What follows belongs to an exercise in optimizing a design on an open flow for small area; a production flow would make more cautious choices.
Where RTL was checked, it was by simulation tests only, not by an equivalence proof against the original.
For run 1, only the layout was checked, not whether the RTL still works.

==> flow/design.v (outline; a module is shown in full before it is edited, if it fits) <==
// module cordic_dds: 694 lines
module cordic_dds (clk, phase_i, sin_o, cos_o, err_o);
  // ...
==> flow/run.sh <==
#!/bin/bash
# synth_recipe.tcl (not shown) runs the flow's synth.tcl, then flattens the netlist and writes it again
# the make line also repeats each setting of config.mk as NAME=value (left out here)
make -C /OpenROAD-flow-scripts/flow DESIGN_CONFIG=/design/flow/config.mk WORK_HOME=/design/flow/orfs CLKGATE_MAP_FILE= SYNTH_SCRIPT=/design/flow/synth_recipe.tcl finish
==> flow/config.mk <==
export PLATFORM = sky130hd
export DESIGN_NAME = cordic_dds
export DESIGN_NICKNAME = cordic_dds
export VERILOG_FILES = /design/flow/design.v
export SDC_FILE = /design/flow/constraint.sdc
export NUM_CORES = 4
export LEC_CHECK = 0
export CAP_MARGIN = 20
export CORE_MARGIN = 2
export CORE_UTILIZATION = 40
export CTS_BUF_LIST = sky130_fd_sc_hd__clkbuf_16
export CTS_CLUSTER_DIAMETER = 120
export CTS_CLUSTER_SIZE = 25
export SLEW_MARGIN = 20
==> flow/constraint.sdc <==
create_clock -name core_clock -period 5.0 [get_ports {clk}]
set_input_delay 1.0000 -clock core_clock [delete_from_list [all_inputs] [get_ports {clk}]]
set_output_delay 1.0000 -clock core_clock [all_outputs]
set_load 0.01 [all_outputs]
==> flow_metrics.py, run 1 <==
metrics = {
    "clock_tree": {
        "ctsResizeCount": 0,
        "clk_pin_slew_worst_paths_ps": 100,
    },
    "synth": {
        "synth-seq-cells": 451,
        "yosysTopAreaCell": "dfxtp_1",
        "synth_area_um2": 24500,
        "synthDistinctLibCells": 67,
        "synth_compound_area_share_pct": 13.8,
        "yosysTopAreaCellShare_pct": 36.9,
        "synth.top_cells.by_area": "dfxtp_1, ha_1, fa_1",
        "synth.net_count": 2878,
        "synth-seq-area-share_pct": 36.9,
    },
    "grt": {
        "grt_max_degree": 94,
        "met1_usage_pct": 17.3,
    },
    "placement": {
        "dp_hpwl_mm": 37.3,
        "numPortBuffers": 67,
    },
    "flow_run": {
        "cap_violations": 0,
    },
    "route": {
        "routed_wl_mm": 48.9,
        "wirelength_met1_mm": 19.8,
        "top_layer_used": "met4",
    },
    "worst_setup_path": {
        "critPathSlowestCell": "o221ai_1",
        "worstPathRequired_ps": 5450,
        "endpoint": "sin_r[16]$_DFF_P_",
        "cp_num_cells": 14,
        "slowest_delay_ps": 540,
    },
    "floorplan": {
        "core-area_um2": 60400,
        "die-area_um2": 63100,
        "ios": 68,
    },
    "final_layout": {
        "mostFrequentLayoutCells": "dfxtp_1, ha_1, inv_1",
        "seq_cell_count": 451,
        "nonClockInverterCount": 236,
    },
    "sta": {
        "drv_slew": 0,
        "tightest_slew_ps": 972,
    },
    "outcome": {
        "status": "finished clean",
    },
}
==> module cordic_dds, before the edit <==
module cordic_dds (clk, phase_i, sin_o, cos_o, err_o);
   input         clk;
   input  [15:0] phase_i;
   output [16:0] sin_o, cos_o, err_o;
   reg [1:0] q [0:14];
   always @(posedge clk) q[0] <= phase_i[15:14];
   genvar g;
   generate for (g = 1; g < 15; g = g + 1) begin : qp
      always @(posedge clk) q[g] <= q[g-1];
   end endgenerate
   reg [13:0] z0;
   always @(posedge clk) z0 <= phase_i[13:0];
   reg [14:0] z1;
   reg [13:0] z2;
   reg [12:0] z3;
   reg [11:0] z4;
   reg [10:0] z5;
   reg [9:0] z6;
   reg [8:0] z7;
   reg [7:0] z8;
   reg [6:0] z9;
   reg [5:0] z10;
   reg [4:0] z11;
   reg [3:0] z12;
   reg [3:0] z13;
   reg [2:0] z14;
   always @(posedge clk) z1 <= {1'b0, z0} - 15'd8189;
   always @(posedge clk) z2 <= z1[14] ? z1[13:0] + 14'd4834 : z1[13:0] - 14'd4834;
   always @(posedge clk) z3 <= z2[13] ? z2[12:0] + 13'd2554 : z2[12:0] - 13'd2554;
   always @(posedge clk) z4 <= z3[12] ? z3[11:0] + 12'd1296 : z3[11:0] - 12'd1296;
   always @(posedge clk) z5 <= z4[11] ? z4[10:0] + 11'd650 : z4[10:0] - 11'd650;
   always @(posedge clk) z6 <= z5[10] ? z5[9:0] + 10'd325 : z5[9:0] - 10'd325;
   always @(posedge clk) z7 <= z6[9] ? z6[8:0] + 9'd162 : z6[8:0] - 9'd162;
   always @(posedge clk) z8 <= z7[8] ? z7[7:0] + 8'd81 : z7[7:0] - 8'd81;
   always @(posedge clk) z9 <= z8[7] ? z8[6:0] + 7'd40 : z8[6:0] - 7'd40;
   always @(posedge clk) z10 <= z9[6] ? z9[5:0] + 6'd20 : z9[5:0] - 6'd20;
   always @(posedge clk) z11 <= z10[5] ? z10[4:0] + 5'd10 : z10[4:0] - 5'd10;
   always @(posedge clk) z12 <= z11[4] ? z11[3:0] + 4'd5 : z11[3:0] - 4'd5;
   always @(posedge clk) z13 <= z12[3] ? z12[3:0] + 4'd2 : z12[3:0] - 4'd2;
   always @(posedge clk) z14 <= z13[3] ? z13[2:0] + 3'd1 : z13[2:0] - 3'd1;
   assign err_o = {{14{z14[2]}}, z14};
   reg d1_2; always @(posedge clk) d1_2 <= (z1[14] ^ q[1][0]);
   reg d1_3; always @(posedge clk) d1_3 <= d1_2;
   reg d1_4; always @(posedge clk) d1_4 <= d1_3;
   reg d1_5; always @(posedge clk) d1_5 <= d1_4;
   reg d1_6; always @(posedge clk) d1_6 <= d1_5;
   reg d1_7; always @(posedge clk) d1_7 <= d1_6;
   reg d2_3; always @(posedge clk) d2_3 <= (z2[13] ^ q[2][0]);
   reg d2_4; always @(posedge clk) d2_4 <= d2_3;
   reg d2_5; always @(posedge clk) d2_5 <= d2_4;
   reg d2_6; always @(posedge clk) d2_6 <= d2_5;
   reg d2_7; always @(posedge clk) d2_7 <= d2_6;
   reg d3_4; always @(posedge clk) d3_4 <= (z3[12] ^ q[3][0]);
   reg d3_5; always @(posedge clk) d3_5 <= d3_4;
   reg d3_6; always @(posedge clk) d3_6 <= d3_5;
   reg d3_7; always @(posedge clk) d3_7 <= d3_6;
   reg d4_5; always @(posedge clk) d4_5 <= (z4[11] ^ q[4][0]);
   reg d4_6; always @(posedge clk) d4_6 <= d4_5;
   reg d4_7; always @(posedge clk) d4_7 <= d4_6;
   reg d5_6; always @(posedge clk) d5_6 <= (z5[10] ^ q[5][0]);
   reg d5_7; always @(posedge clk) d5_7 <= d5_6;
   reg d6_7; always @(posedge clk) d6_7 <= (z6[9] ^ q[6][0]);
   reg d7_8; always @(posedge clk) d7_8 <= (z7[8] ^ q[7][0]);
   reg d8_9; always @(posedge clk) d8_9 <= (z8[7] ^ q[8][0]);
   reg d9_10; always @(posedge clk) d9_10 <= (z9[6] ^ q[9][0]);
   reg d10_11; always @(posedge clk) d10_11 <= (z10[5] ^ q[10][0]);
   reg d11_12; always @(posedge clk) d11_12 <= (z11[4] ^ q[11][0]);
   reg d12_13; always @(posedge clk) d12_13 <= (z12[3] ^ q[12][0]);
   reg d13_14; always @(posedge clk) d13_14 <= (z13[3] ^ q[13][0]);
   wire [5:0] tsel = {d6_7, d5_7, d4_7, d3_7, d2_7, d1_7};
   wire [15:0] tx, ty;
   wire [63:0] tx_t0 = 64'b1010011111110111101100111011110110100111111101111011001110111101;
   assign tx[0] = tx_t0[tsel];
   wire [63:0] tx_t1 = 64'b0011110011001101011000011001010100101111111000010110011101110011;
   assign tx[1] = tx_t1[tsel];
   wire [63:0] tx_t2 = 64'b0001001111111001000001111111000101111011110110110001110101010011;
   assign tx[2] = tx_t2[tsel];
   wire [63:0] tx_t3 = 64'b0100001010111111011110001010111100000010111100010100100000010101;
   assign tx[3] = tx_t3[tsel];
   wire [63:0] tx_t4 = 64'b0111110010011111011010100001011100100000111011110100010001010101;
   assign tx[4] = tx_t4[tsel];
   wire [63:0] tx_t5 = 64'b0010101110001101000111011101001100000111101100110000001100011011;
   assign tx[5] = tx_t5[tsel];
   wire [63:0] tx_t6 = 64'b1110101110101110100110111000001010010001111001001000101111001100;
   assign tx[6] = tx_t6[tsel];
   wire [63:0] tx_t7 = 64'b1110001110111101100000011101011110100111111100111011111110011101;
   assign tx[7] = tx_t7[tsel];
   wire [63:0] tx_t8 = 64'b1101110110010011100100011111111111111101100101011101101110111111;
   assign tx[8] = tx_t8[tsel];
   wire [63:0] tx_t9 = 64'b1101111110110001111110111011101110111101100100111101001111010001;
   assign tx[9] = tx_t9[tsel];
   wire [63:0] tx_t10 = 64'b1001100110011100111111111011010010101100110010101010100111100000;
   assign tx[10] = tx_t10[tsel];
   wire [63:0] tx_t11 = 64'b1110101010001001100111011111111111001110110010111001110110111111;
   assign tx[11] = tx_t11[tsel];
   wire [63:0] tx_t12 = 64'b1110100011111100111111011000101011101100101111101111110110001010;
   assign tx[12] = tx_t12[tsel];
   wire [63:0] tx_t13 = 64'b1011101010101110101011111010110010111110101011001010111110101100;
   assign tx[13] = tx_t13[tsel];
   wire [63:0] tx_t14 = 64'b1110111011101010111010111110101011101010111010101110101111101010;
   assign tx[14] = tx_t14[tsel];
   wire [63:0] tx_t15 = 64'b0000000000000000000000010000000000000000000000000000000100000000;
   assign tx[15] = tx_t15[tsel];
   wire [63:0] ty_t0 = 64'b1011110111001100111011111110010010111101110011001110111111100100;
   assign ty[0] = ty_t0[tsel];
   wire [63:0] ty_t1 = 64'b0100111011100111000001111111010100101001100001110011001100111101;
   assign ty[1] = ty_t1[tsel];
   wire [63:0] ty_t2 = 64'b1100101010111000110110111101111010001111111000001001111111001000;
   assign ty[2] = ty_t2[tsel];
   wire [63:0] ty_t3 = 64'b0010100000010010000011110100000001110101000111100111110101000010;
   assign ty[3] = ty_t3[tsel];
   wire [63:0] ty_t4 = 64'b0010101000100011011101110000010101101000010101110111100100111111;
   assign ty[4] = ty_t4[tsel];
   wire [63:0] ty_t5 = 64'b1101100011000001110011011110000111001011101110011011000111010101;
   assign ty[5] = ty_t5[tsel];
   wire [63:0] ty_t6 = 64'b1011001111010001101001111000100111000001110110011111010111010111;
   assign ty[6] = ty_t6[tsel];
   wire [63:0] ty_t7 = 64'b1011100111111100110011111110010011101011100000001011110111000110;
   assign ty[7] = ty_t7[tsel];
   wire [63:0] ty_t8 = 64'b1111110111011011101010011011111111111111100010011100100110111011;
   assign ty[8] = ty_t8[tsel];
   wire [63:0] ty_t9 = 64'b1000101111001011110010011011110111011101110111111000110111111011;
   assign ty[9] = ty_t9[tsel];
   wire [63:0] ty_t10 = 64'b1000011110010101110100110011010110101101111111111011100110011001;
   assign ty[10] = ty_t10[tsel];
   wire [63:0] ty_t11 = 64'b0111110110111001010100110111001101111111101110010001000101010111;
   assign ty[11] = ty_t11[tsel];
   wire [63:0] ty_t12 = 64'b0101000110111111011111010011011101010001101111110011111100010111;
   assign ty[12] = ty_t12[tsel];
   wire [63:0] ty_t13 = 64'b0011010111110101001101010111110100110101111101010111010101011101;
   assign ty[13] = ty_t13[tsel];
   wire [63:0] ty_t14 = 64'b0101011111010111010101110101011101010111110101110101011101110111;
   assign ty[14] = ty_t14[tsel];
   wire [63:0] ty_t15 = 64'b0000000010000000000000000000000000000000100000000000000000000000;
   assign ty[15] = ty_t15[tsel];
   reg [15:0] xr8, yr8;
   always @(posedge clk) begin xr8 <= tx; yr8 <= ty; end
   wire [16:0] wy7 = {(yr8[15] & yr8[14]), yr8};
   wire [16:0] wx7 = {(xr8[15] & xr8[14]), xr8};
   wire [15:0] sy7 = $signed(wy7) >>> 7;
   wire [15:0] sx7 = $signed(wx7) >>> 7;
   wire dd7 = d7_8;
   wire nd7 = ~dd7;
   wire [15:0] nx8;
   wire [15:0] u1_b = sy7 ^ {16{nd7}};
   wire [15:0] u1_p = xr8 ^ u1_b, u1_g = xr8 & u1_b;
   wire u1_0_G = u1_g[1] | (u1_p[1] & (u1_g[0] | (u1_p[0] & nd7)));
   wire u1_1_G = u1_g[3] | (u1_p[3] & u1_g[2]);
   wire u1_1_P = u1_p[3] & u1_p[2];
   wire u1_2_G = u1_g[5] | (u1_p[5] & u1_g[4]);
   wire u1_2_P = u1_p[5] & u1_p[4];
   wire u1_3_G = u1_g[7] | (u1_p[7] & u1_g[6]);
   wire u1_3_P = u1_p[7] & u1_p[6];
   wire u1_4_G = u1_g[9] | (u1_p[9] & u1_g[8]);
   wire u1_4_P = u1_p[9] & u1_p[8];
   wire u1_5_G = u1_g[11] | (u1_p[11] & u1_g[10]);
   wire u1_5_P = u1_p[11] & u1_p[10];
   wire u1_6_G = u1_g[13] | (u1_p[13] & u1_g[12]);
   wire u1_6_P = u1_p[13] & u1_p[12];
   wire u1_7_G = u1_g[15] | (u1_p[15] & u1_g[14]);
   wire u1_7_P = u1_p[15] & u1_p[14];
   wire u1_8_G = u1_1_G | (u1_1_P & u1_0_G);
   wire u1_9_G = u1_3_G | (u1_3_P & u1_2_G);
   wire u1_9_P = u1_3_P & u1_2_P;
   wire u1_10_G = u1_5_G | (u1_5_P & u1_4_G);
   wire u1_10_P = u1_5_P & u1_4_P;
   wire u1_11_G = u1_7_G | (u1_7_P & u1_6_G);
   wire u1_11_P = u1_7_P & u1_6_P;
   wire u1_12_G = u1_9_G | (u1_9_P & u1_8_G);
   wire u1_13_G = u1_11_G | (u1_11_P & u1_10_G);
   wire u1_13_P = u1_11_P & u1_10_P;
   wire u1_14_G = u1_13_G | (u1_13_P & u1_12_G);
   wire u1_15_G = u1_10_G | (u1_10_P & u1_12_G);
   wire u1_16_G = u1_2_G | (u1_2_P & u1_8_G);
   wire u1_17_G = u1_4_G | (u1_4_P & u1_12_G);
   wire u1_18_G = u1_6_G | (u1_6_P & u1_15_G);
   wire u1_19_G = u1_g[2] | (u1_p[2] & u1_0_G);
   wire u1_20_G = u1_g[4] | (u1_p[4] & u1_8_G);
   wire u1_21_G = u1_g[6] | (u1_p[6] & u1_16_G);
   wire u1_22_G = u1_g[8] | (u1_p[8] & u1_12_G);
   wire u1_23_G = u1_g[10] | (u1_p[10] & u1_17_G);
   wire u1_24_G = u1_g[12] | (u1_p[12] & u1_15_G);
   wire u1_25_G = u1_g[14] | (u1_p[14] & u1_18_G);
   assign nx8 = u1_p ^ {u1_25_G, u1_18_G, u1_24_G, u1_15_G, u1_23_G, u1_17_G, u1_22_G, u1_12_G, u1_21_G, u1_16_G, u1_20_G, u1_8_G, u1_19_G, u1_0_G, (u1_g[0] | (u1_p[0] & nd7)), nd7};
   wire [15:0] ny8;
   wire [15:0] u2_b = sx7 ^ {16{dd7}};
   wire [15:0] u2_p = yr8 ^ u2_b, u2_g = yr8 & u2_b;
   wire u2_0_G = u2_g[1] | (u2_p[1] & (u2_g[0] | (u2_p[0] & dd7)));
   wire u2_1_G = u2_g[3] | (u2_p[3] & u2_g[2]);
   wire u2_1_P = u2_p[3] & u2_p[2];
   wire u2_2_G = u2_g[5] | (u2_p[5] & u2_g[4]);
   wire u2_2_P = u2_p[5] & u2_p[4];
   wire u2_3_G = u2_g[7] | (u2_p[7] & u2_g[6]);
   wire u2_3_P = u2_p[7] & u2_p[6];
   wire u2_4_G = u2_g[9] | (u2_p[9] & u2_g[8]);
   wire u2_4_P = u2_p[9] & u2_p[8];
   wire u2_5_G = u2_g[11] | (u2_p[11] & u2_g[10]);
   wire u2_5_P = u2_p[11] & u2_p[10];
   wire u2_6_G = u2_g[13] | (u2_p[13] & u2_g[12]);
   wire u2_6_P = u2_p[13] & u2_p[12];
   wire u2_7_G = u2_g[15] | (u2_p[15] & u2_g[14]);
   wire u2_7_P = u2_p[15] & u2_p[14];
   wire u2_8_G = u2_1_G | (u2_1_P & u2_0_G);
   wire u2_9_G = u2_3_G | (u2_3_P & u2_2_G);
   wire u2_9_P = u2_3_P & u2_2_P;
   wire u2_10_G = u2_5_G | (u2_5_P & u2_4_G);
   wire u2_10_P = u2_5_P & u2_4_P;
   wire u2_11_G = u2_7_G | (u2_7_P & u2_6_G);
   wire u2_11_P = u2_7_P & u2_6_P;
   wire u2_12_G = u2_9_G | (u2_9_P & u2_8_G);
   wire u2_13_G = u2_11_G | (u2_11_P & u2_10_G);
   wire u2_13_P = u2_11_P & u2_10_P;
   wire u2_14_G = u2_13_G | (u2_13_P & u2_12_G);
   wire u2_15_G = u2_10_G | (u2_10_P & u2_12_G);
   wire u2_16_G = u2_2_G | (u2_2_P & u2_8_G);
   wire u2_17_G = u2_4_G | (u2_4_P & u2_12_G);
   wire u2_18_G = u2_6_G | (u2_6_P & u2_15_G);
   wire u2_19_G = u2_g[2] | (u2_p[2] & u2_0_G);
   wire u2_20_G = u2_g[4] | (u2_p[4] & u2_8_G);
   wire u2_21_G = u2_g[6] | (u2_p[6] & u2_16_G);
   wire u2_22_G = u2_g[8] | (u2_p[8] & u2_12_G);
   wire u2_23_G = u2_g[10] | (u2_p[10] & u2_17_G);
   wire u2_24_G = u2_g[12] | (u2_p[12] & u2_15_G);
   wire u2_25_G = u2_g[14] | (u2_p[14] & u2_18_G);
   assign ny8 = u2_p ^ {u2_25_G, u2_18_G, u2_24_G, u2_15_G, u2_23_G, u2_17_G, u2_22_G, u2_12_G, u2_21_G, u2_16_G, u2_20_G, u2_8_G, u2_19_G, u2_0_G, (u2_g[0] | (u2_p[0] & dd7)), dd7};
   reg [15:0] xr9, yr9;
   always @(posedge clk) begin xr9 <= nx8; yr9 <= ny8; end
   wire [16:0] wy8 = {1'b0, yr9};
   wire [16:0] wx8 = {1'b0, xr9};
   wire [15:0] sy8 = $signed(wy8) >>> 8;
   wire [15:0] sx8 = $signed(wx8) >>> 8;
   wire dd8 = d8_9;
   wire nd8 = ~dd8;
   wire [15:0] nx9;
   wire [15:0] u3_b = sy8 ^ {16{nd8}};
   wire [15:0] u3_p = xr9 ^ u3_b, u3_g = xr9 & u3_b;
   wire u3_0_G = u3_g[1] | (u3_p[1] & (u3_g[0] | (u3_p[0] & nd8)));
   wire u3_1_G = u3_g[3] | (u3_p[3] & u3_g[2]);
   wire u3_1_P = u3_p[3] & u3_p[2];
   wire u3_2_G = u3_g[5] | (u3_p[5] & u3_g[4]);
   wire u3_2_P = u3_p[5] & u3_p[4];
   wire u3_3_G = u3_g[7] | (u3_p[7] & u3_g[6]);
   wire u3_3_P = u3_p[7] & u3_p[6];
   wire u3_4_G = u3_g[9] | (u3_p[9] & u3_g[8]);
   wire u3_4_P = u3_p[9] & u3_p[8];
   wire u3_5_G = u3_g[11] | (u3_p[11] & u3_g[10]);
   wire u3_5_P = u3_p[11] & u3_p[10];
   wire u3_6_G = u3_g[13] | (u3_p[13] & u3_g[12]);
   wire u3_6_P = u3_p[13] & u3_p[12];
   wire u3_7_G = u3_g[15] | (u3_p[15] & u3_g[14]);
   wire u3_7_P = u3_p[15] & u3_p[14];
   wire u3_8_G = u3_1_G | (u3_1_P & u3_0_G);
   wire u3_9_G = u3_3_G | (u3_3_P & u3_2_G);
   wire u3_9_P = u3_3_P & u3_2_P;
   wire u3_10_G = u3_5_G | (u3_5_P & u3_4_G);
   wire u3_10_P = u3_5_P & u3_4_P;
   wire u3_11_G = u3_7_G | (u3_7_P & u3_6_G);
   wire u3_11_P = u3_7_P & u3_6_P;
   wire u3_12_G = u3_9_G | (u3_9_P & u3_8_G);
   wire u3_13_G = u3_11_G | (u3_11_P & u3_10_G);
   wire u3_13_P = u3_11_P & u3_10_P;
   wire u3_14_G = u3_13_G | (u3_13_P & u3_12_G);
   wire u3_15_G = u3_10_G | (u3_10_P & u3_12_G);
   wire u3_16_G = u3_2_G | (u3_2_P & u3_8_G);
   wire u3_17_G = u3_4_G | (u3_4_P & u3_12_G);
   wire u3_18_G = u3_6_G | (u3_6_P & u3_15_G);
   wire u3_19_G = u3_g[2] | (u3_p[2] & u3_0_G);
   wire u3_20_G = u3_g[4] | (u3_p[4] & u3_8_G);
   wire u3_21_G = u3_g[6] | (u3_p[6] & u3_16_G);
   wire u3_22_G = u3_g[8] | (u3_p[8] & u3_12_G);
   wire u3_23_G = u3_g[10] | (u3_p[10] & u3_17_G);
   wire u3_24_G = u3_g[12] | (u3_p[12] & u3_15_G);
   wire u3_25_G = u3_g[14] | (u3_p[14] & u3_18_G);
   assign nx9 = u3_p ^ {u3_25_G, u3_18_G, u3_24_G, u3_15_G, u3_23_G, u3_17_G, u3_22_G, u3_12_G, u3_21_G, u3_16_G, u3_20_G, u3_8_G, u3_19_G, u3_0_G, (u3_g[0] | (u3_p[0] & nd8)), nd8};
   wire [15:0] ny9;
   wire [15:0] u4_b = sx8 ^ {16{dd8}};
   wire [15:0] u4_p = yr9 ^ u4_b, u4_g = yr9 & u4_b;
   wire u4_0_G = u4_g[1] | (u4_p[1] & (u4_g[0] | (u4_p[0] & dd8)));
   wire u4_1_G = u4_g[3] | (u4_p[3] & u4_g[2]);
   wire u4_1_P = u4_p[3] & u4_p[2];
   wire u4_2_G = u4_g[5] | (u4_p[5] & u4_g[4]);
   wire u4_2_P = u4_p[5] & u4_p[4];
   wire u4_3_G = u4_g[7] | (u4_p[7] & u4_g[6]);
   wire u4_3_P = u4_p[7] & u4_p[6];
   wire u4_4_G = u4_g[9] | (u4_p[9] & u4_g[8]);
   wire u4_4_P = u4_p[9] & u4_p[8];
   wire u4_5_G = u4_g[11] | (u4_p[11] & u4_g[10]);
   wire u4_5_P = u4_p[11] & u4_p[10];
   wire u4_6_G = u4_g[13] | (u4_p[13] & u4_g[12]);
   wire u4_6_P = u4_p[13] & u4_p[12];
   wire u4_7_G = u4_g[15] | (u4_p[15] & u4_g[14]);
   wire u4_7_P = u4_p[15] & u4_p[14];
   wire u4_8_G = u4_1_G | (u4_1_P & u4_0_G);
   wire u4_9_G = u4_3_G | (u4_3_P & u4_2_G);
   wire u4_9_P = u4_3_P & u4_2_P;
   wire u4_10_G = u4_5_G | (u4_5_P & u4_4_G);
   wire u4_10_P = u4_5_P & u4_4_P;
   wire u4_11_G = u4_7_G | (u4_7_P & u4_6_G);
   wire u4_11_P = u4_7_P & u4_6_P;
   wire u4_12_G = u4_9_G | (u4_9_P & u4_8_G);
   wire u4_13_G = u4_11_G | (u4_11_P & u4_10_G);
   wire u4_13_P = u4_11_P & u4_10_P;
   wire u4_14_G = u4_13_G | (u4_13_P & u4_12_G);
   wire u4_15_G = u4_10_G | (u4_10_P & u4_12_G);
   wire u4_16_G = u4_2_G | (u4_2_P & u4_8_G);
   wire u4_17_G = u4_4_G | (u4_4_P & u4_12_G);
   wire u4_18_G = u4_6_G | (u4_6_P & u4_15_G);
   wire u4_19_G = u4_g[2] | (u4_p[2] & u4_0_G);
   wire u4_20_G = u4_g[4] | (u4_p[4] & u4_8_G);
   wire u4_21_G = u4_g[6] | (u4_p[6] & u4_16_G);
   wire u4_22_G = u4_g[8] | (u4_p[8] & u4_12_G);
   wire u4_23_G = u4_g[10] | (u4_p[10] & u4_17_G);
   wire u4_24_G = u4_g[12] | (u4_p[12] & u4_15_G);
   wire u4_25_G = u4_g[14] | (u4_p[14] & u4_18_G);
   assign ny9 = u4_p ^ {u4_25_G, u4_18_G, u4_24_G, u4_15_G, u4_23_G, u4_17_G, u4_22_G, u4_12_G, u4_21_G, u4_16_G, u4_20_G, u4_8_G, u4_19_G, u4_0_G, (u4_g[0] | (u4_p[0] & dd8)), dd8};
   reg [15:0] xr10, yr10;
   always @(posedge clk) begin xr10 <= nx9; yr10 <= ny9; end
   wire [16:0] wy9 = {1'b0, yr10};
   wire [16:0] wx9 = {1'b0, xr10};
   wire [15:0] sy9 = $signed(wy9) >>> 9;
   wire [15:0] sx9 = $signed(wx9) >>> 9;
   wire dd9 = d9_10;
   wire nd9 = ~dd9;
   wire [15:0] nx10;
   wire [15:0] u5_b = sy9 ^ {16{nd9}};
   wire [15:0] u5_p = xr10 ^ u5_b, u5_g = xr10 & u5_b;
   wire u5_0_G = u5_g[1] | (u5_p[1] & (u5_g[0] | (u5_p[0] & nd9)));
   wire u5_1_G = u5_g[3] | (u5_p[3] & u5_g[2]);
   wire u5_1_P = u5_p[3] & u5_p[2];
   wire u5_2_G = u5_g[5] | (u5_p[5] & u5_g[4]);
   wire u5_2_P = u5_p[5] & u5_p[4];
   wire u5_3_G = u5_g[7] | (u5_p[7] & u5_g[6]);
   wire u5_3_P = u5_p[7] & u5_p[6];
   wire u5_4_G = u5_g[9] | (u5_p[9] & u5_g[8]);
   wire u5_4_P = u5_p[9] & u5_p[8];
   wire u5_5_G = u5_g[11] | (u5_p[11] & u5_g[10]);
   wire u5_5_P = u5_p[11] & u5_p[10];
   wire u5_6_G = u5_g[13] | (u5_p[13] & u5_g[12]);
   wire u5_6_P = u5_p[13] & u5_p[12];
   wire u5_7_G = u5_g[15] | (u5_p[15] & u5_g[14]);
   wire u5_7_P = u5_p[15] & u5_p[14];
   wire u5_8_G = u5_1_G | (u5_1_P & u5_0_G);
   wire u5_9_G = u5_3_G | (u5_3_P & u5_2_G);
   wire u5_9_P = u5_3_P & u5_2_P;
   wire u5_10_G = u5_5_G | (u5_5_P & u5_4_G);
   wire u5_10_P = u5_5_P & u5_4_P;
   wire u5_11_G = u5_7_G | (u5_7_P & u5_6_G);
   wire u5_11_P = u5_7_P & u5_6_P;
   wire u5_12_G = u5_9_G | (u5_9_P & u5_8_G);
   wire u5_13_G = u5_11_G | (u5_11_P & u5_10_G);
   wire u5_13_P = u5_11_P & u5_10_P;
   wire u5_14_G = u5_13_G | (u5_13_P & u5_12_G);
   wire u5_15_G = u5_10_G | (u5_10_P & u5_12_G);
   wire u5_16_G = u5_2_G | (u5_2_P & u5_8_G);
   wire u5_17_G = u5_4_G | (u5_4_P & u5_12_G);
   wire u5_18_G = u5_6_G | (u5_6_P & u5_15_G);
   wire u5_19_G = u5_g[2] | (u5_p[2] & u5_0_G);
   wire u5_20_G = u5_g[4] | (u5_p[4] & u5_8_G);
   wire u5_21_G = u5_g[6] | (u5_p[6] & u5_16_G);
   wire u5_22_G = u5_g[8] | (u5_p[8] & u5_12_G);
   wire u5_23_G = u5_g[10] | (u5_p[10] & u5_17_G);
   wire u5_24_G = u5_g[12] | (u5_p[12] & u5_15_G);
   wire u5_25_G = u5_g[14] | (u5_p[14] & u5_18_G);
   assign nx10 = u5_p ^ {u5_25_G, u5_18_G, u5_24_G, u5_15_G, u5_23_G, u5_17_G, u5_22_G, u5_12_G, u5_21_G, u5_16_G, u5_20_G, u5_8_G, u5_19_G, u5_0_G, (u5_g[0] | (u5_p[0] & nd9)), nd9};
   wire [15:0] ny10;
   wire [15:0] u6_b = sx9 ^ {16{dd9}};
   wire [15:0] u6_p = yr10 ^ u6_b, u6_g = yr10 & u6_b;
   wire u6_0_G = u6_g[1] | (u6_p[1] & (u6_g[0] | (u6_p[0] & dd9)));
   wire u6_1_G = u6_g[3] | (u6_p[3] & u6_g[2]);
   wire u6_1_P = u6_p[3] & u6_p[2];
   wire u6_2_G = u6_g[5] | (u6_p[5] & u6_g[4]);
   wire u6_2_P = u6_p[5] & u6_p[4];
   wire u6_3_G = u6_g[7] | (u6_p[7] & u6_g[6]);
   wire u6_3_P = u6_p[7] & u6_p[6];
   wire u6_4_G = u6_g[9] | (u6_p[9] & u6_g[8]);
   wire u6_4_P = u6_p[9] & u6_p[8];
   wire u6_5_G = u6_g[11] | (u6_p[11] & u6_g[10]);
   wire u6_5_P = u6_p[11] & u6_p[10];
   wire u6_6_G = u6_g[13] | (u6_p[13] & u6_g[12]);
   wire u6_6_P = u6_p[13] & u6_p[12];
   wire u6_7_G = u6_g[15] | (u6_p[15] & u6_g[14]);
   wire u6_7_P = u6_p[15] & u6_p[14];
   wire u6_8_G = u6_1_G | (u6_1_P & u6_0_G);
   wire u6_9_G = u6_3_G | (u6_3_P & u6_2_G);
   wire u6_9_P = u6_3_P & u6_2_P;
   wire u6_10_G = u6_5_G | (u6_5_P & u6_4_G);
   wire u6_10_P = u6_5_P & u6_4_P;
   wire u6_11_G = u6_7_G | (u6_7_P & u6_6_G);
   wire u6_11_P = u6_7_P & u6_6_P;
   wire u6_12_G = u6_9_G | (u6_9_P & u6_8_G);
   wire u6_13_G = u6_11_G | (u6_11_P & u6_10_G);
   wire u6_13_P = u6_11_P & u6_10_P;
   wire u6_14_G = u6_13_G | (u6_13_P & u6_12_G);
   wire u6_15_G = u6_10_G | (u6_10_P & u6_12_G);
   wire u6_16_G = u6_2_G | (u6_2_P & u6_8_G);
   wire u6_17_G = u6_4_G | (u6_4_P & u6_12_G);
   wire u6_18_G = u6_6_G | (u6_6_P & u6_15_G);
   wire u6_19_G = u6_g[2] | (u6_p[2] & u6_0_G);
   wire u6_20_G = u6_g[4] | (u6_p[4] & u6_8_G);
   wire u6_21_G = u6_g[6] | (u6_p[6] & u6_16_G);
   wire u6_22_G = u6_g[8] | (u6_p[8] & u6_12_G);
   wire u6_23_G = u6_g[10] | (u6_p[10] & u6_17_G);
   wire u6_24_G = u6_g[12] | (u6_p[12] & u6_15_G);
   wire u6_25_G = u6_g[14] | (u6_p[14] & u6_18_G);
   assign ny10 = u6_p ^ {u6_25_G, u6_18_G, u6_24_G, u6_15_G, u6_23_G, u6_17_G, u6_22_G, u6_12_G, u6_21_G, u6_16_G, u6_20_G, u6_8_G, u6_19_G, u6_0_G, (u6_g[0] | (u6_p[0] & dd9)), dd9};
   reg [15:0] xr11, yr11;
   always @(posedge clk) begin xr11 <= nx10; yr11 <= ny10; end
   wire [16:0] wy10 = {1'b0, yr11};
   wire [16:0] wx10 = {1'b0, xr11};
   wire [15:0] sy10 = $signed(wy10) >>> 10;
   wire [15:0] sx10 = $signed(wx10) >>> 10;
   wire dd10 = d10_11;
   wire nd10 = ~dd10;
   wire [15:0] nx11;
   wire [15:0] u7_b = sy10 ^ {16{nd10}};
   wire [15:0] u7_p = xr11 ^ u7_b, u7_g = xr11 & u7_b;
   wire u7_0_G = u7_g[1] | (u7_p[1] & (u7_g[0] | (u7_p[0] & nd10)));
   wire u7_1_G = u7_g[3] | (u7_p[3] & u7_g[2]);
   wire u7_1_P = u7_p[3] & u7_p[2];
   wire u7_2_G = u7_g[5] | (u7_p[5] & u7_g[4]);
   wire u7_2_P = u7_p[5] & u7_p[4];
   wire u7_3_G = u7_g[7] | (u7_p[7] & u7_g[6]);
   wire u7_3_P = u7_p[7] & u7_p[6];
   wire u7_4_G = u7_g[9] | (u7_p[9] & u7_g[8]);
   wire u7_4_P = u7_p[9] & u7_p[8];
   wire u7_5_G = u7_g[11] | (u7_p[11] & u7_g[10]);
   wire u7_5_P = u7_p[11] & u7_p[10];
   wire u7_6_G = u7_g[13] | (u7_p[13] & u7_g[12]);
   wire u7_6_P = u7_p[13] & u7_p[12];
   wire u7_7_G = u7_g[15] | (u7_p[15] & u7_g[14]);
   wire u7_7_P = u7_p[15] & u7_p[14];
   wire u7_8_G = u7_1_G | (u7_1_P & u7_0_G);
   wire u7_9_G = u7_3_G | (u7_3_P & u7_2_G);
   wire u7_9_P = u7_3_P & u7_2_P;
   wire u7_10_G = u7_5_G | (u7_5_P & u7_4_G);
   wire u7_10_P = u7_5_P & u7_4_P;
   wire u7_11_G = u7_7_G | (u7_7_P & u7_6_G);
   wire u7_11_P = u7_7_P & u7_6_P;
   wire u7_12_G = u7_9_G | (u7_9_P & u7_8_G);
   wire u7_13_G = u7_11_G | (u7_11_P & u7_10_G);
   wire u7_13_P = u7_11_P & u7_10_P;
   wire u7_14_G = u7_13_G | (u7_13_P & u7_12_G);
   wire u7_15_G = u7_10_G | (u7_10_P & u7_12_G);
   wire u7_16_G = u7_2_G | (u7_2_P & u7_8_G);
   wire u7_17_G = u7_4_G | (u7_4_P & u7_12_G);
   wire u7_18_G = u7_6_G | (u7_6_P & u7_15_G);
   wire u7_19_G = u7_g[2] | (u7_p[2] & u7_0_G);
   wire u7_20_G = u7_g[4] | (u7_p[4] & u7_8_G);
   wire u7_21_G = u7_g[6] | (u7_p[6] & u7_16_G);
   wire u7_22_G = u7_g[8] | (u7_p[8] & u7_12_G);
   wire u7_23_G = u7_g[10] | (u7_p[10] & u7_17_G);
   wire u7_24_G = u7_g[12] | (u7_p[12] & u7_15_G);
   wire u7_25_G = u7_g[14] | (u7_p[14] & u7_18_G);
   assign nx11 = u7_p ^ {u7_25_G, u7_18_G, u7_24_G, u7_15_G, u7_23_G, u7_17_G, u7_22_G, u7_12_G, u7_21_G, u7_16_G, u7_20_G, u7_8_G, u7_19_G, u7_0_G, (u7_g[0] | (u7_p[0] & nd10)), nd10};
   wire [15:0] ny11;
   wire [15:0] u8_b = sx10 ^ {16{dd10}};
   wire [15:0] u8_p = yr11 ^ u8_b, u8_g = yr11 & u8_b;
   wire u8_0_G = u8_g[1] | (u8_p[1] & (u8_g[0] | (u8_p[0] & dd10)));
   wire u8_1_G = u8_g[3] | (u8_p[3] & u8_g[2]);
   wire u8_1_P = u8_p[3] & u8_p[2];
   wire u8_2_G = u8_g[5] | (u8_p[5] & u8_g[4]);
   wire u8_2_P = u8_p[5] & u8_p[4];
   wire u8_3_G = u8_g[7] | (u8_p[7] & u8_g[6]);
   wire u8_3_P = u8_p[7] & u8_p[6];
   wire u8_4_G = u8_g[9] | (u8_p[9] & u8_g[8]);
   wire u8_4_P = u8_p[9] & u8_p[8];
   wire u8_5_G = u8_g[11] | (u8_p[11] & u8_g[10]);
   wire u8_5_P = u8_p[11] & u8_p[10];
   wire u8_6_G = u8_g[13] | (u8_p[13] & u8_g[12]);
   wire u8_6_P = u8_p[13] & u8_p[12];
   wire u8_7_G = u8_g[15] | (u8_p[15] & u8_g[14]);
   wire u8_7_P = u8_p[15] & u8_p[14];
   wire u8_8_G = u8_1_G | (u8_1_P & u8_0_G);
   wire u8_9_G = u8_3_G | (u8_3_P & u8_2_G);
   wire u8_9_P = u8_3_P & u8_2_P;
   wire u8_10_G = u8_5_G | (u8_5_P & u8_4_G);
   wire u8_10_P = u8_5_P & u8_4_P;
   wire u8_11_G = u8_7_G | (u8_7_P & u8_6_G);
   wire u8_11_P = u8_7_P & u8_6_P;
   wire u8_12_G = u8_9_G | (u8_9_P & u8_8_G);
   wire u8_13_G = u8_11_G | (u8_11_P & u8_10_G);
   wire u8_13_P = u8_11_P & u8_10_P;
   wire u8_14_G = u8_13_G | (u8_13_P & u8_12_G);
   wire u8_15_G = u8_10_G | (u8_10_P & u8_12_G);
   wire u8_16_G = u8_2_G | (u8_2_P & u8_8_G);
   wire u8_17_G = u8_4_G | (u8_4_P & u8_12_G);
   wire u8_18_G = u8_6_G | (u8_6_P & u8_15_G);
   wire u8_19_G = u8_g[2] | (u8_p[2] & u8_0_G);
   wire u8_20_G = u8_g[4] | (u8_p[4] & u8_8_G);
   wire u8_21_G = u8_g[6] | (u8_p[6] & u8_16_G);
   wire u8_22_G = u8_g[8] | (u8_p[8] & u8_12_G);
   wire u8_23_G = u8_g[10] | (u8_p[10] & u8_17_G);
   wire u8_24_G = u8_g[12] | (u8_p[12] & u8_15_G);
   wire u8_25_G = u8_g[14] | (u8_p[14] & u8_18_G);
   assign ny11 = u8_p ^ {u8_25_G, u8_18_G, u8_24_G, u8_15_G, u8_23_G, u8_17_G, u8_22_G, u8_12_G, u8_21_G, u8_16_G, u8_20_G, u8_8_G, u8_19_G, u8_0_G, (u8_g[0] | (u8_p[0] & dd10)), dd10};
   reg [15:0] xr12, yr12;
   always @(posedge clk) begin xr12 <= nx11; yr12 <= ny11; end
   wire [16:0] wy11 = {1'b0, yr12};
   wire [16:0] wx11 = {1'b0, xr12};
   wire [15:0] sy11 = $signed(wy11) >>> 11;
   wire [15:0] sx11 = $signed(wx11) >>> 11;
   wire dd11 = d11_12;
   wire nd11 = ~dd11;
   wire [15:0] nx12;
   wire [15:0] u9_b = sy11 ^ {16{nd11}};
   wire [15:0] u9_p = xr12 ^ u9_b, u9_g = xr12 & u9_b;
   wire u9_0_G = u9_g[1] | (u9_p[1] & (u9_g[0] | (u9_p[0] & nd11)));
   wire u9_1_G = u9_g[3] | (u9_p[3] & u9_g[2]);
   wire u9_1_P = u9_p[3] & u9_p[2];
   wire u9_2_G = u9_g[5] | (u9_p[5] & u9_g[4]);
   wire u9_2_P = u9_p[5] & u9_p[4];
   wire u9_3_G = u9_g[7] | (u9_p[7] & u9_g[6]);
   wire u9_3_P = u9_p[7] & u9_p[6];
   wire u9_4_G = u9_g[9] | (u9_p[9] & u9_g[8]);
   wire u9_4_P = u9_p[9] & u9_p[8];
   wire u9_5_G = u9_g[11] | (u9_p[11] & u9_g[10]);
   wire u9_5_P = u9_p[11] & u9_p[10];
   wire u9_6_G = u9_g[13] | (u9_p[13] & u9_g[12]);
   wire u9_6_P = u9_p[13] & u9_p[12];
   wire u9_7_G = u9_g[15] | (u9_p[15] & u9_g[14]);
   wire u9_7_P = u9_p[15] & u9_p[14];
   wire u9_8_G = u9_1_G | (u9_1_P & u9_0_G);
   wire u9_9_G = u9_3_G | (u9_3_P & u9_2_G);
   wire u9_9_P = u9_3_P & u9_2_P;
   wire u9_10_G = u9_5_G | (u9_5_P & u9_4_G);
   wire u9_10_P = u9_5_P & u9_4_P;
   wire u9_11_G = u9_7_G | (u9_7_P & u9_6_G);
   wire u9_11_P = u9_7_P & u9_6_P;
   wire u9_12_G = u9_9_G | (u9_9_P & u9_8_G);
   wire u9_13_G = u9_11_G | (u9_11_P & u9_10_G);
   wire u9_13_P = u9_11_P & u9_10_P;
   wire u9_14_G = u9_13_G | (u9_13_P & u9_12_G);
   wire u9_15_G = u9_10_G | (u9_10_P & u9_12_G);
   wire u9_16_G = u9_2_G | (u9_2_P & u9_8_G);
   wire u9_17_G = u9_4_G | (u9_4_P & u9_12_G);
   wire u9_18_G = u9_6_G | (u9_6_P & u9_15_G);
   wire u9_19_G = u9_g[2] | (u9_p[2] & u9_0_G);
   wire u9_20_G = u9_g[4] | (u9_p[4] & u9_8_G);
   wire u9_21_G = u9_g[6] | (u9_p[6] & u9_16_G);
   wire u9_22_G = u9_g[8] | (u9_p[8] & u9_12_G);
   wire u9_23_G = u9_g[10] | (u9_p[10] & u9_17_G);
   wire u9_24_G = u9_g[12] | (u9_p[12] & u9_15_G);
   wire u9_25_G = u9_g[14] | (u9_p[14] & u9_18_G);
   assign nx12 = u9_p ^ {u9_25_G, u9_18_G, u9_24_G, u9_15_G, u9_23_G, u9_17_G, u9_22_G, u9_12_G, u9_21_G, u9_16_G, u9_20_G, u9_8_G, u9_19_G, u9_0_G, (u9_g[0] | (u9_p[0] & nd11)), nd11};
   wire [15:0] ny12;
   wire [15:0] u10_b = sx11 ^ {16{dd11}};
   wire [15:0] u10_p = yr12 ^ u10_b, u10_g = yr12 & u10_b;
   wire u10_0_G = u10_g[1] | (u10_p[1] & (u10_g[0] | (u10_p[0] & dd11)));
   wire u10_1_G = u10_g[3] | (u10_p[3] & u10_g[2]);
   wire u10_1_P = u10_p[3] & u10_p[2];
   wire u10_2_G = u10_g[5] | (u10_p[5] & u10_g[4]);
   wire u10_2_P = u10_p[5] & u10_p[4];
   wire u10_3_G = u10_g[7] | (u10_p[7] & u10_g[6]);
   wire u10_3_P = u10_p[7] & u10_p[6];
   wire u10_4_G = u10_g[9] | (u10_p[9] & u10_g[8]);
   wire u10_4_P = u10_p[9] & u10_p[8];
   wire u10_5_G = u10_g[11] | (u10_p[11] & u10_g[10]);
   wire u10_5_P = u10_p[11] & u10_p[10];
   wire u10_6_G = u10_g[13] | (u10_p[13] & u10_g[12]);
   wire u10_6_P = u10_p[13] & u10_p[12];
   wire u10_7_G = u10_g[15] | (u10_p[15] & u10_g[14]);
   wire u10_7_P = u10_p[15] & u10_p[14];
   wire u10_8_G = u10_1_G | (u10_1_P & u10_0_G);
   wire u10_9_G = u10_3_G | (u10_3_P & u10_2_G);
   wire u10_9_P = u10_3_P & u10_2_P;
   wire u10_10_G = u10_5_G | (u10_5_P & u10_4_G);
   wire u10_10_P = u10_5_P & u10_4_P;
   wire u10_11_G = u10_7_G | (u10_7_P & u10_6_G);
   wire u10_11_P = u10_7_P & u10_6_P;
   wire u10_12_G = u10_9_G | (u10_9_P & u10_8_G);
   wire u10_13_G = u10_11_G | (u10_11_P & u10_10_G);
   wire u10_13_P = u10_11_P & u10_10_P;
   wire u10_14_G = u10_13_G | (u10_13_P & u10_12_G);
   wire u10_15_G = u10_10_G | (u10_10_P & u10_12_G);
   wire u10_16_G = u10_2_G | (u10_2_P & u10_8_G);
   wire u10_17_G = u10_4_G | (u10_4_P & u10_12_G);
   wire u10_18_G = u10_6_G | (u10_6_P & u10_15_G);
   wire u10_19_G = u10_g[2] | (u10_p[2] & u10_0_G);
   wire u10_20_G = u10_g[4] | (u10_p[4] & u10_8_G);
   wire u10_21_G = u10_g[6] | (u10_p[6] & u10_16_G);
   wire u10_22_G = u10_g[8] | (u10_p[8] & u10_12_G);
   wire u10_23_G = u10_g[10] | (u10_p[10] & u10_17_G);
   wire u10_24_G = u10_g[12] | (u10_p[12] & u10_15_G);
   wire u10_25_G = u10_g[14] | (u10_p[14] & u10_18_G);
   assign ny12 = u10_p ^ {u10_25_G, u10_18_G, u10_24_G, u10_15_G, u10_23_G, u10_17_G, u10_22_G, u10_12_G, u10_21_G, u10_16_G, u10_20_G, u10_8_G, u10_19_G, u10_0_G, (u10_g[0] | (u10_p[0] & dd11)), dd11};
   reg [15:0] xr13, yr13;
   always @(posedge clk) begin xr13 <= nx12; yr13 <= ny12; end
   wire [16:0] wy12 = {(yr13[15] & yr13[14]), yr13};
   wire [16:0] wx12 = {(xr13[15] & xr13[14]), xr13};
   wire [15:0] sy12 = $signed(wy12) >>> 12;
   wire [15:0] sx12 = $signed(wx12) >>> 12;
   wire dd12 = d12_13;
   wire nd12 = ~dd12;
   wire [15:0] nx13;
   wire [15:0] u11_b = sy12 ^ {16{nd12}};
   wire [15:0] u11_p = xr13 ^ u11_b, u11_g = xr13 & u11_b;
   wire u11_0_G = u11_g[1] | (u11_p[1] & (u11_g[0] | (u11_p[0] & nd12)));
   wire u11_1_G = u11_g[3] | (u11_p[3] & u11_g[2]);
   wire u11_1_P = u11_p[3] & u11_p[2];
   wire u11_2_G = u11_g[5] | (u11_p[5] & u11_g[4]);
   wire u11_2_P = u11_p[5] & u11_p[4];
   wire u11_3_G = u11_g[7] | (u11_p[7] & u11_g[6]);
   wire u11_3_P = u11_p[7] & u11_p[6];
   wire u11_4_G = u11_g[9] | (u11_p[9] & u11_g[8]);
   wire u11_4_P = u11_p[9] & u11_p[8];
   wire u11_5_G = u11_g[11] | (u11_p[11] & u11_g[10]);
   wire u11_5_P = u11_p[11] & u11_p[10];
   wire u11_6_G = u11_g[13] | (u11_p[13] & u11_g[12]);
   wire u11_6_P = u11_p[13] & u11_p[12];
   wire u11_7_G = u11_g[15] | (u11_p[15] & u11_g[14]);
   wire u11_7_P = u11_p[15] & u11_p[14];
   wire u11_8_G = u11_1_G | (u11_1_P & u11_0_G);
   wire u11_9_G = u11_3_G | (u11_3_P & u11_2_G);
   wire u11_9_P = u11_3_P & u11_2_P;
   wire u11_10_G = u11_5_G | (u11_5_P & u11_4_G);
   wire u11_10_P = u11_5_P & u11_4_P;
   wire u11_11_G = u11_7_G | (u11_7_P & u11_6_G);
   wire u11_11_P = u11_7_P & u11_6_P;
   wire u11_12_G = u11_9_G | (u11_9_P & u11_8_G);
   wire u11_13_G = u11_11_G | (u11_11_P & u11_10_G);
   wire u11_13_P = u11_11_P & u11_10_P;
   wire u11_14_G = u11_13_G | (u11_13_P & u11_12_G);
   wire u11_15_G = u11_10_G | (u11_10_P & u11_12_G);
   wire u11_16_G = u11_2_G | (u11_2_P & u11_8_G);
   wire u11_17_G = u11_4_G | (u11_4_P & u11_12_G);
   wire u11_18_G = u11_6_G | (u11_6_P & u11_15_G);
   wire u11_19_G = u11_g[2] | (u11_p[2] & u11_0_G);
   wire u11_20_G = u11_g[4] | (u11_p[4] & u11_8_G);
   wire u11_21_G = u11_g[6] | (u11_p[6] & u11_16_G);
   wire u11_22_G = u11_g[8] | (u11_p[8] & u11_12_G);
   wire u11_23_G = u11_g[10] | (u11_p[10] & u11_17_G);
   wire u11_24_G = u11_g[12] | (u11_p[12] & u11_15_G);
   wire u11_25_G = u11_g[14] | (u11_p[14] & u11_18_G);
   assign nx13 = u11_p ^ {u11_25_G, u11_18_G, u11_24_G, u11_15_G, u11_23_G, u11_17_G, u11_22_G, u11_12_G, u11_21_G, u11_16_G, u11_20_G, u11_8_G, u11_19_G, u11_0_G, (u11_g[0] | (u11_p[0] & nd12)), nd12};
   wire [15:0] ny13;
   wire [15:0] u12_b = sx12 ^ {16{dd12}};
   wire [15:0] u12_p = yr13 ^ u12_b, u12_g = yr13 & u12_b;
   wire u12_0_G = u12_g[1] | (u12_p[1] & (u12_g[0] | (u12_p[0] & dd12)));
   wire u12_1_G = u12_g[3] | (u12_p[3] & u12_g[2]);
   wire u12_1_P = u12_p[3] & u12_p[2];
   wire u12_2_G = u12_g[5] | (u12_p[5] & u12_g[4]);
   wire u12_2_P = u12_p[5] & u12_p[4];
   wire u12_3_G = u12_g[7] | (u12_p[7] & u12_g[6]);
   wire u12_3_P = u12_p[7] & u12_p[6];
   wire u12_4_G = u12_g[9] | (u12_p[9] & u12_g[8]);
   wire u12_4_P = u12_p[9] & u12_p[8];
   wire u12_5_G = u12_g[11] | (u12_p[11] & u12_g[10]);
   wire u12_5_P = u12_p[11] & u12_p[10];
   wire u12_6_G = u12_g[13] | (u12_p[13] & u12_g[12]);
   wire u12_6_P = u12_p[13] & u12_p[12];
   wire u12_7_G = u12_g[15] | (u12_p[15] & u12_g[14]);
   wire u12_7_P = u12_p[15] & u12_p[14];
   wire u12_8_G = u12_1_G | (u12_1_P & u12_0_G);
   wire u12_9_G = u12_3_G | (u12_3_P & u12_2_G);
   wire u12_9_P = u12_3_P & u12_2_P;
   wire u12_10_G = u12_5_G | (u12_5_P & u12_4_G);
   wire u12_10_P = u12_5_P & u12_4_P;
   wire u12_11_G = u12_7_G | (u12_7_P & u12_6_G);
   wire u12_11_P = u12_7_P & u12_6_P;
   wire u12_12_G = u12_9_G | (u12_9_P & u12_8_G);
   wire u12_13_G = u12_11_G | (u12_11_P & u12_10_G);
   wire u12_13_P = u12_11_P & u12_10_P;
   wire u12_14_G = u12_13_G | (u12_13_P & u12_12_G);
   wire u12_15_G = u12_10_G | (u12_10_P & u12_12_G);
   wire u12_16_G = u12_2_G | (u12_2_P & u12_8_G);
   wire u12_17_G = u12_4_G | (u12_4_P & u12_12_G);
   wire u12_18_G = u12_6_G | (u12_6_P & u12_15_G);
   wire u12_19_G = u12_g[2] | (u12_p[2] & u12_0_G);
   wire u12_20_G = u12_g[4] | (u12_p[4] & u12_8_G);
   wire u12_21_G = u12_g[6] | (u12_p[6] & u12_16_G);
   wire u12_22_G = u12_g[8] | (u12_p[8] & u12_12_G);
   wire u12_23_G = u12_g[10] | (u12_p[10] & u12_17_G);
   wire u12_24_G = u12_g[12] | (u12_p[12] & u12_15_G);
   wire u12_25_G = u12_g[14] | (u12_p[14] & u12_18_G);
   assign ny13 = u12_p ^ {u12_25_G, u12_18_G, u12_24_G, u12_15_G, u12_23_G, u12_17_G, u12_22_G, u12_12_G, u12_21_G, u12_16_G, u12_20_G, u12_8_G, u12_19_G, u12_0_G, (u12_g[0] | (u12_p[0] & dd12)), dd12};
   reg [15:0] xr14, yr14;
   always @(posedge clk) begin xr14 <= nx13; yr14 <= ny13; end
   wire [16:0] X13 = {(xr14[15] & xr14[14]), xr14};
   wire [16:0] Y13 = {(yr14[15] & yr14[14]), yr14};
   wire [3:0] a13 = Y13[16:13];   
   wire [3:0] b13 = X13[16:13];
   wire d13 = d13_14;
   wire cN = q[14][1] ^ q[14][0];
   wire sN = q[14][1];
   wire [4:0] ta = (d13 ? {a13[3], a13} : -{a13[3], a13}) - {4'd0, cN};
   wire [4:0] tb = (d13 ? -{b13[3], b13} : {b13[3], b13}) - {4'd0, sN};
   reg [16:0] cos_r, sin_r;
   always @(posedge clk) begin
      cos_r <= {17{cN}} ^ (X13 + {{12{ta[4]}}, ta});
      sin_r <= {17{sN}} ^ (Y13 + {{12{tb[4]}}, tb});
   end
   assign cos_o = cos_r;
   assign sin_o = sin_r;
endmodule
==> run 2, diff against run 1 <==
--- a/flow/design.v
+++ b/flow/design.v
@@ -139,4 +139,4 @@
    wire [16:0] wx7 = {(xr8[15] & xr8[14]), xr8};
-   wire [15:0] sy7 = $signed(wy7) >>> 7;
-   wire [15:0] sx7 = $signed(wx7) >>> 7;
+   wire [15:0] sy7 = {{6{wy7[16]}}, wy7[16:7]};   
+   wire [15:0] sx7 = {{6{wx7[16]}}, wx7[16:7]};   
    wire dd7 = d7_8;
@@ -229,4 +229,4 @@
    wire [16:0] wx8 = {1'b0, xr9};
-   wire [15:0] sy8 = $signed(wy8) >>> 8;
-   wire [15:0] sx8 = $signed(wx8) >>> 8;
+   wire [15:0] sy8 = {{7{wy8[16]}}, wy8[16:8]};   
+   wire [15:0] sx8 = {{7{wx8[16]}}, wx8[16:8]};   
    wire dd8 = d8_9;
@@ -319,4 +319,4 @@
    wire [16:0] wx9 = {1'b0, xr10};
-   wire [15:0] sy9 = $signed(wy9) >>> 9;
-   wire [15:0] sx9 = $signed(wx9) >>> 9;
+   wire [15:0] sy9 = {{8{wy9[16]}}, wy9[16:9]};   
+   wire [15:0] sx9 = {{8{wx9[16]}}, wx9[16:9]};   
    wire dd9 = d9_10;
@@ -409,4 +409,4 @@
    wire [16:0] wx10 = {1'b0, xr11};
-   wire [15:0] sy10 = $signed(wy10) >>> 10;
-   wire [15:0] sx10 = $signed(wx10) >>> 10;
+   wire [15:0] sy10 = {{9{wy10[16]}}, wy10[16:10]};   
+   wire [15:0] sx10 = {{9{wx10[16]}}, wx10[16:10]};   
    wire dd10 = d10_11;
@@ -499,4 +499,4 @@
    wire [16:0] wx11 = {1'b0, xr12};
-   wire [15:0] sy11 = $signed(wy11) >>> 11;
-   wire [15:0] sx11 = $signed(wx11) >>> 11;
+   wire [15:0] sy11 = {{10{wy11[16]}}, wy11[16:11]};   
+   wire [15:0] sx11 = {{10{wx11[16]}}, wx11[16:11]};   
    wire dd11 = d11_12;
@@ -589,4 +589,4 @@
    wire [16:0] wx12 = {(xr13[15] & xr13[14]), xr13};
-   wire [15:0] sy12 = $signed(wy12) >>> 12;
-   wire [15:0] sx12 = $signed(wx12) >>> 12;
+   wire [15:0] sy12 = {{11{wy12[16]}}, wy12[16:12]};   
+   wire [15:0] sx12 = {{11{wx12[16]}}, wx12[16:12]};   
    wire dd12 = d12_13;
@@ -686,6 +686,91 @@
    wire [4:0] tb = (d13 ? -{b13[3], b13} : {b13[3], b13}) - {4'd0, sN};
+   wire [16:0] tax = {{12{ta[4]}}, ta}, tbx = {{12{tb[4]}}, tb};
+   wire [16:0] cs;
+   wire [16:0] u13_b = tax ^ {17{1'b0}};
+   wire [16:0] u13_p = X13 ^ u13_b, u13_g = X13 & u13_b;
+   wire u13_0_G = u13_g[1] | (u13_p[1] & (u13_g[0] | (u13_p[0] & 1'b0)));
+   wire u13_1_G = u13_g[3] | (u13_p[3] & u13_g[2]);
+   wire u13_1_P = u13_p[3] & u13_p[2];
+   wire u13_2_G = u13_g[5] | (u13_p[5] & u13_g[4]);
+   wire u13_2_P = u13_p[5] & u13_p[4];
+   wire u13_3_G = u13_g[7] | (u13_p[7] & u13_g[6]);
+   wire u13_3_P = u13_p[7] & u13_p[6];
+   wire u13_4_G = u13_g[9] | (u13_p[9] & u13_g[8]);
+   wire u13_4_P = u13_p[9] & u13_p[8];
+   wire u13_5_G = u13_g[11] | (u13_p[11] & u13_g[10]);
+   wire u13_5_P = u13_p[11] & u13_p[10];
+   wire u13_6_G = u13_g[13] | (u13_p[13] & u13_g[12]);
+   wire u13_6_P = u13_p[13] & u13_p[12];
+   wire u13_7_G = u13_g[15] | (u13_p[15] & u13_g[14]);
+   wire u13_7_P = u13_p[15] & u13_p[14];
+   wire u13_8_G = u13_1_G | (u13_1_P & u13_0_G);
+   wire u13_9_G = u13_3_G | (u13_3_P & u13_2_G);
+   wire u13_9_P = u13_3_P & u13_2_P;
+   wire u13_10_G = u13_5_G | (u13_5_P & u13_4_G);
+   wire u13_10_P = u13_5_P & u13_4_P;
+   wire u13_11_G = u13_7_G | (u13_7_P & u13_6_G);
+   wire u13_11_P = u13_7_P & u13_6_P;
+   wire u13_12_G = u13_9_G | (u13_9_P & u13_8_G);
+   wire u13_13_G = u13_11_G | (u13_11_P & u13_10_G);
+   wire u13_13_P = u13_11_P & u13_10_P;
+   wire u13_14_G = u13_13_G | (u13_13_P & u13_12_G);
+   wire u13_15_G = u13_10_G | (u13_10_P & u13_12_G);
+   wire u13_16_G = u13_2_G | (u13_2_P & u13_8_G);
+   wire u13_17_G = u13_4_G | (u13_4_P & u13_12_G);
+   wire u13_18_G = u13_6_G | (u13_6_P & u13_15_G);
+   wire u13_19_G = u13_g[2] | (u13_p[2] & u13_0_G);
+   wire u13_20_G = u13_g[4] | (u13_p[4] & u13_8_G);
+   wire u13_21_G = u13_g[6] | (u13_p[6] & u13_16_G);
+   wire u13_22_G = u13_g[8] | (u13_p[8] & u13_12_G);
+   wire u13_23_G = u13_g[10] | (u13_p[10] & u13_17_G);
+   wire u13_24_G = u13_g[12] | (u13_p[12] & u13_15_G);
+   wire u13_25_G = u13_g[14] | (u13_p[14] & u13_18_G);
+   wire u13_26_G = u13_g[16] | (u13_p[16] & u13_14_G);
+   assign cs = u13_p ^ {u13_14_G, u13_25_G, u13_18_G, u13_24_G, u13_15_G, u13_23_G, u13_17_G, u13_22_G, u13_12_G, u13_21_G, u13_16_G, u13_20_G, u13_8_G, u13_19_G, u13_0_G, (u13_g[0] | (u13_p[0] & 1'b0)), 1'b0};
+   wire [16:0] ss;
+   wire [16:0] u14_b = tbx ^ {17{1'b0}};
+   wire [16:0] u14_p = Y13 ^ u14_b, u14_g = Y13 & u14_b;
+   wire u14_0_G = u14_g[1] | (u14_p[1] & (u14_g[0] | (u14_p[0] & 1'b0)));
+   wire u14_1_G = u14_g[3] | (u14_p[3] & u14_g[2]);
+   wire u14_1_P = u14_p[3] & u14_p[2];
+   wire u14_2_G = u14_g[5] | (u14_p[5] & u14_g[4]);
+   wire u14_2_P = u14_p[5] & u14_p[4];
+   wire u14_3_G = u14_g[7] | (u14_p[7] & u14_g[6]);
+   wire u14_3_P = u14_p[7] & u14_p[6];
+   wire u14_4_G = u14_g[9] | (u14_p[9] & u14_g[8]);
+   wire u14_4_P = u14_p[9] & u14_p[8];
+   wire u14_5_G = u14_g[11] | (u14_p[11] & u14_g[10]);
+   wire u14_5_P = u14_p[11] & u14_p[10];
+   wire u14_6_G = u14_g[13] | (u14_p[13] & u14_g[12]);
+   wire u14_6_P = u14_p[13] & u14_p[12];
+   wire u14_7_G = u14_g[15] | (u14_p[15] & u14_g[14]);
+   wire u14_7_P = u14_p[15] & u14_p[14];
+   wire u14_8_G = u14_1_G | (u14_1_P & u14_0_G);
+   wire u14_9_G = u14_3_G | (u14_3_P & u14_2_G);
+   wire u14_9_P = u14_3_P & u14_2_P;
+   wire u14_10_G = u14_5_G | (u14_5_P & u14_4_G);
+   wire u14_10_P = u14_5_P & u14_4_P;
+   wire u14_11_G = u14_7_G | (u14_7_P & u14_6_G);
+   wire u14_11_P = u14_7_P & u14_6_P;
+   wire u14_12_G = u14_9_G | (u14_9_P & u14_8_G);
+   wire u14_13_G = u14_11_G | (u14_11_P & u14_10_G);
+   wire u14_13_P = u14_11_P & u14_10_P;
+   wire u14_14_G = u14_13_G | (u14_13_P & u14_12_G);
+   wire u14_15_G = u14_10_G | (u14_10_P & u14_12_G);
+   wire u14_16_G = u14_2_G | (u14_2_P & u14_8_G);
+   wire u14_17_G = u14_4_G | (u14_4_P & u14_12_G);
+   wire u14_18_G = u14_6_G | (u14_6_P & u14_15_G);
+   wire u14_19_G = u14_g[2] | (u14_p[2] & u14_0_G);
+   wire u14_20_G = u14_g[4] | (u14_p[4] & u14_8_G);
+   wire u14_21_G = u14_g[6] | (u14_p[6] & u14_16_G);
+   wire u14_22_G = u14_g[8] | (u14_p[8] & u14_12_G);
+   wire u14_23_G = u14_g[10] | (u14_p[10] & u14_17_G);
+   wire u14_24_G = u14_g[12] | (u14_p[12] & u14_15_G);
+   wire u14_25_G = u14_g[14] | (u14_p[14] & u14_18_G);
+   wire u14_26_G = u14_g[16] | (u14_p[16] & u14_14_G);
+   assign ss = u14_p ^ {u14_14_G, u14_25_G, u14_18_G, u14_24_G, u14_15_G, u14_23_G, u14_17_G, u14_22_G, u14_12_G, u14_21_G, u14_16_G, u14_20_G, u14_8_G, u14_19_G, u14_0_G, (u14_g[0] | (u14_p[0] & 1'b0)), 1'b0};
    reg [16:0] cos_r, sin_r;
    always @(posedge clk) begin
-      cos_r <= {17{cN}} ^ (X13 + {{12{ta[4]}}, ta});
-      sin_r <= {17{sN}} ^ (Y13 + {{12{tb[4]}}, tb});
+      cos_r <= {17{cN}} ^ cs;
+      sin_r <= {17{sN}} ^ ss;
    end
--- a/flow/config.mk
+++ b/flow/config.mk
@@ -11,4 +11,4 @@
 export CTS_BUF_LIST = sky130_fd_sc_hd__clkbuf_16
-export CTS_CLUSTER_DIAMETER = 120
-export CTS_CLUSTER_SIZE = 25
+export CTS_CLUSTER_DIAMETER = 80
+export CTS_CLUSTER_SIZE = 35
 export SLEW_MARGIN = 20
==> flow_metrics.py, run 2 <==
metrics = {
    "outcome": {
        "status": "finished clean",
    },
    "synth": {
        "synth-seq-cells": 451,
        "synth-seq-area-share_pct": 36.6,
        "synthDistinctLibCells": 73,
        "ys.flop_type": "dfxtp_1",
        "synth_area_um2": 24600,
        "synthTopCellsByCount": "dfxtp_1, inv_1, ha_1, xnor2_1, nand2_1",
        "synth-edff-count": 0,
        "async_reset_ff_share_pct": 0,
        "syn_inst": 2503,
        "synth.net_count": 2910,
        "yosysTopAreaCell": "dfxtp_1",
        "synth.top_cells.by_area": "dfxtp_1, ha_1, fa_1",
        "yosysTopAreaCellShare_pct": 36.6,
    },
    "final_layout": {
        "fillers": 5685,
        "largest_reg_flops": 30,
        "multiInputGateArea_um2": 13900,
        "final_area_um2": 27000,
        "top_register": "q",
        "mostFrequentLayoutCells": "dfxtp_1, inv_1, ha_1",
        "antenna_cells": 0,
        "drive_above_1_share_pct": 4.10,
        "post-route-util_pct": 44.6,
    },
    "grt": {
        "antenna_found_initial": 0,
        "first_global_vias": 16900,
        "grt_max_degree": 63,
        "grt_use_total_pct": 15.2,
    },
    "worst_setup_path": {
        "critPathSlowestCell": "o21ai_1",
        "r2r-start": "yr14[14]$_DFF_P_",
        "cp_num_cells": 19,
        "slowest_delay_ps": 510,
        "worstSetupStartpoint": "yr14[14]$_DFF_P_",
        "worstPathRequired_ps": 5490,
        "crit_arrival_ps": 5070,
        "endpoint": "cos_r[15]$_DFF_P_",
    },
    "placement": {
        "pre_cts_slack_ps": 340,
        "place_area_um2": 26000,
        "routabilityCongestion": 0.869,
        "dp.cells": 3287,
        "numPortBuffers": 67,
        "dp_hpwl_mm": 36.9,
    },
    "route": {
        "routed_wl_mm": 47.8,
        "wl_met3_mm": 1.58,
        "top_layer_used": "met4",
        "wire_per_inst_um": 14.3,
        "viasPerCell": 4.99,
        "drtPass1Iterations": 5,
        "wirelength_met1_mm": 19.2,
    },
    "clock_tree": {
        "clk_pin_slew_worst_paths_ps": 100,
        "clk_path_buf_depth": 3,
        "cts-root-buf": "clkbuf_16",
        "htreeDepth": 1,
        "insertion_delay_ps": 600,
        "cts_buffers": 27,
    },
    "floorplan": {
        "die-area_um2": 63600,
        "core-area_um2": 60600,
        "die_x_um": 252,
        "rows": 90,
        "ios": 68,
    },
    "sta": {
        "max_freq_ghz": 0.218,
        "drv_slew": 0,
        "rsz0062_at_grt": "no",
        "hold_violations": 0,
        "post-route-min-period_ps": 4580,
        "tightest_slew_ps": 771,
        "setup_tns_ps": 0,
        "maxSlewHeadroom_pct": 48.6,
    },
    "flow_run": {
        "cap_violations": 0,
    },
}
## run 2: cell types whose count changed after synthesis, sizes merged, moves of 14 or more
cell / delta
inv: +87
nor2: -58
buf: +28
clkbuf: -27
nand2: +23
xor2: -22
fa: +14
nand2b: +14
## run 2: worst min-delay path by stage
stage                     startpoint                to  slack [ps]  depth (start not counted)
finish                 z6[0]$_DFF_P_     z7[0]$_DFF_P_         320                          0
global route         q[2][1]$_DFF_P_   q[3][1]$_DFF_P_         340                          0
floorplan               d1_2$_DFF_P_      d1_3$_DFF_P_         310                          0
CTS                    z6[0]$_DFF_P_     z7[0]$_DFF_P_         320                          0
detailed placement      d2_5$_DFF_P_      d2_6$_DFF_P_         310                          0
global placement    q[10][1]$_DFF_P_  q[11][1]$_DFF_P_         310                          0
## run 2: cell type report
cell class              instances  area share [%]
inverters                     321            4.47
multi-input cells            1645            51.6
clock buffers                  27            2.50
clock inverters                23            1.18
flip-flops and latches        451            33.4
well taps                     782            3.62
repair buffers                 94            3.23
## run 2: logic make-up (layout without fill, tap and decap cells)
kind of cell | count (synthesis) | after routing | synth area share (%)
compound gates | 523 | 523 | 13.5
flops | 451 | 451 | 36.6
simple gates | 419 | 419 | 7.89
buf+inv | 407 | 465 | 6.84
fa+ha+maj | 390 | 390 | 23.6
xor+xnor | 297 | 297 | 10.6
mux | 16 | 16 | 0.858
## run 2: routing by layer
layer,vias to the layer above,global-route usage [%]
met3,99,1.60
met4,0,5.66
li1,8396,-
met1,7842,16.6
met5,-,0
met2,329,29.7
## run 2: worst register-to-register path, delay by kind of cell, from the launching register on
kind,cells,cell delay (ps)
flops,1,500
mux,1,90
buf+inv,3,550
xor+xnor,2,300
simple gates,1,170
fa+ha+maj,4,1300
compound gates,8,1560
## run 2: metrics by stage
stage | hold WS (ps)
3_5_place_dp | 312
2_1_floorplan | 310
5_1_grt | 340
6_report | 316
4_1_cts | 319
3_3_place_gp | 310
## run 2: what timing repair did
| action | 4_1_cts | 5_1_grt |
|---|---|---|
| resized for setup | 0 | 1 |
| hold endpoints to repair | 0 | 0 |
| setup buffers | 0 | 6 |
| hold buffers | 0 | 0 |
| setup endpoints to repair | 0 | 1 |

## re-timing with driven ports
How much do the figures lean on ideal ports? The routed layouts below were timed once more, with nothing changed but the port constraints. Step 1, drivers: a clkbuf_16 drives clk and a buf_2 each remaining input, both assumed. Step 2 moves the port delays by t, midway between the first and last clock arrival at a register: inputs arrive t later, outputs are due t later. That takes back most of the time a late clock gives input paths. Three values: ideal, step 1, step 2; two values: the first two.
run	t, ns	setup WS [ns]	clock arrival spread, ns	worst slew at a driven data input, ns	pins driven straight from the clock port
run 1	0.610	0.974 / 0.974 / 0.974	0.042 / 0.042	0.03	1
run 2	0.644	0.421 / 0.421 / 0.421	0.030 / 0.030	0.04	1
After both steps every run listed still meets setup and hold.
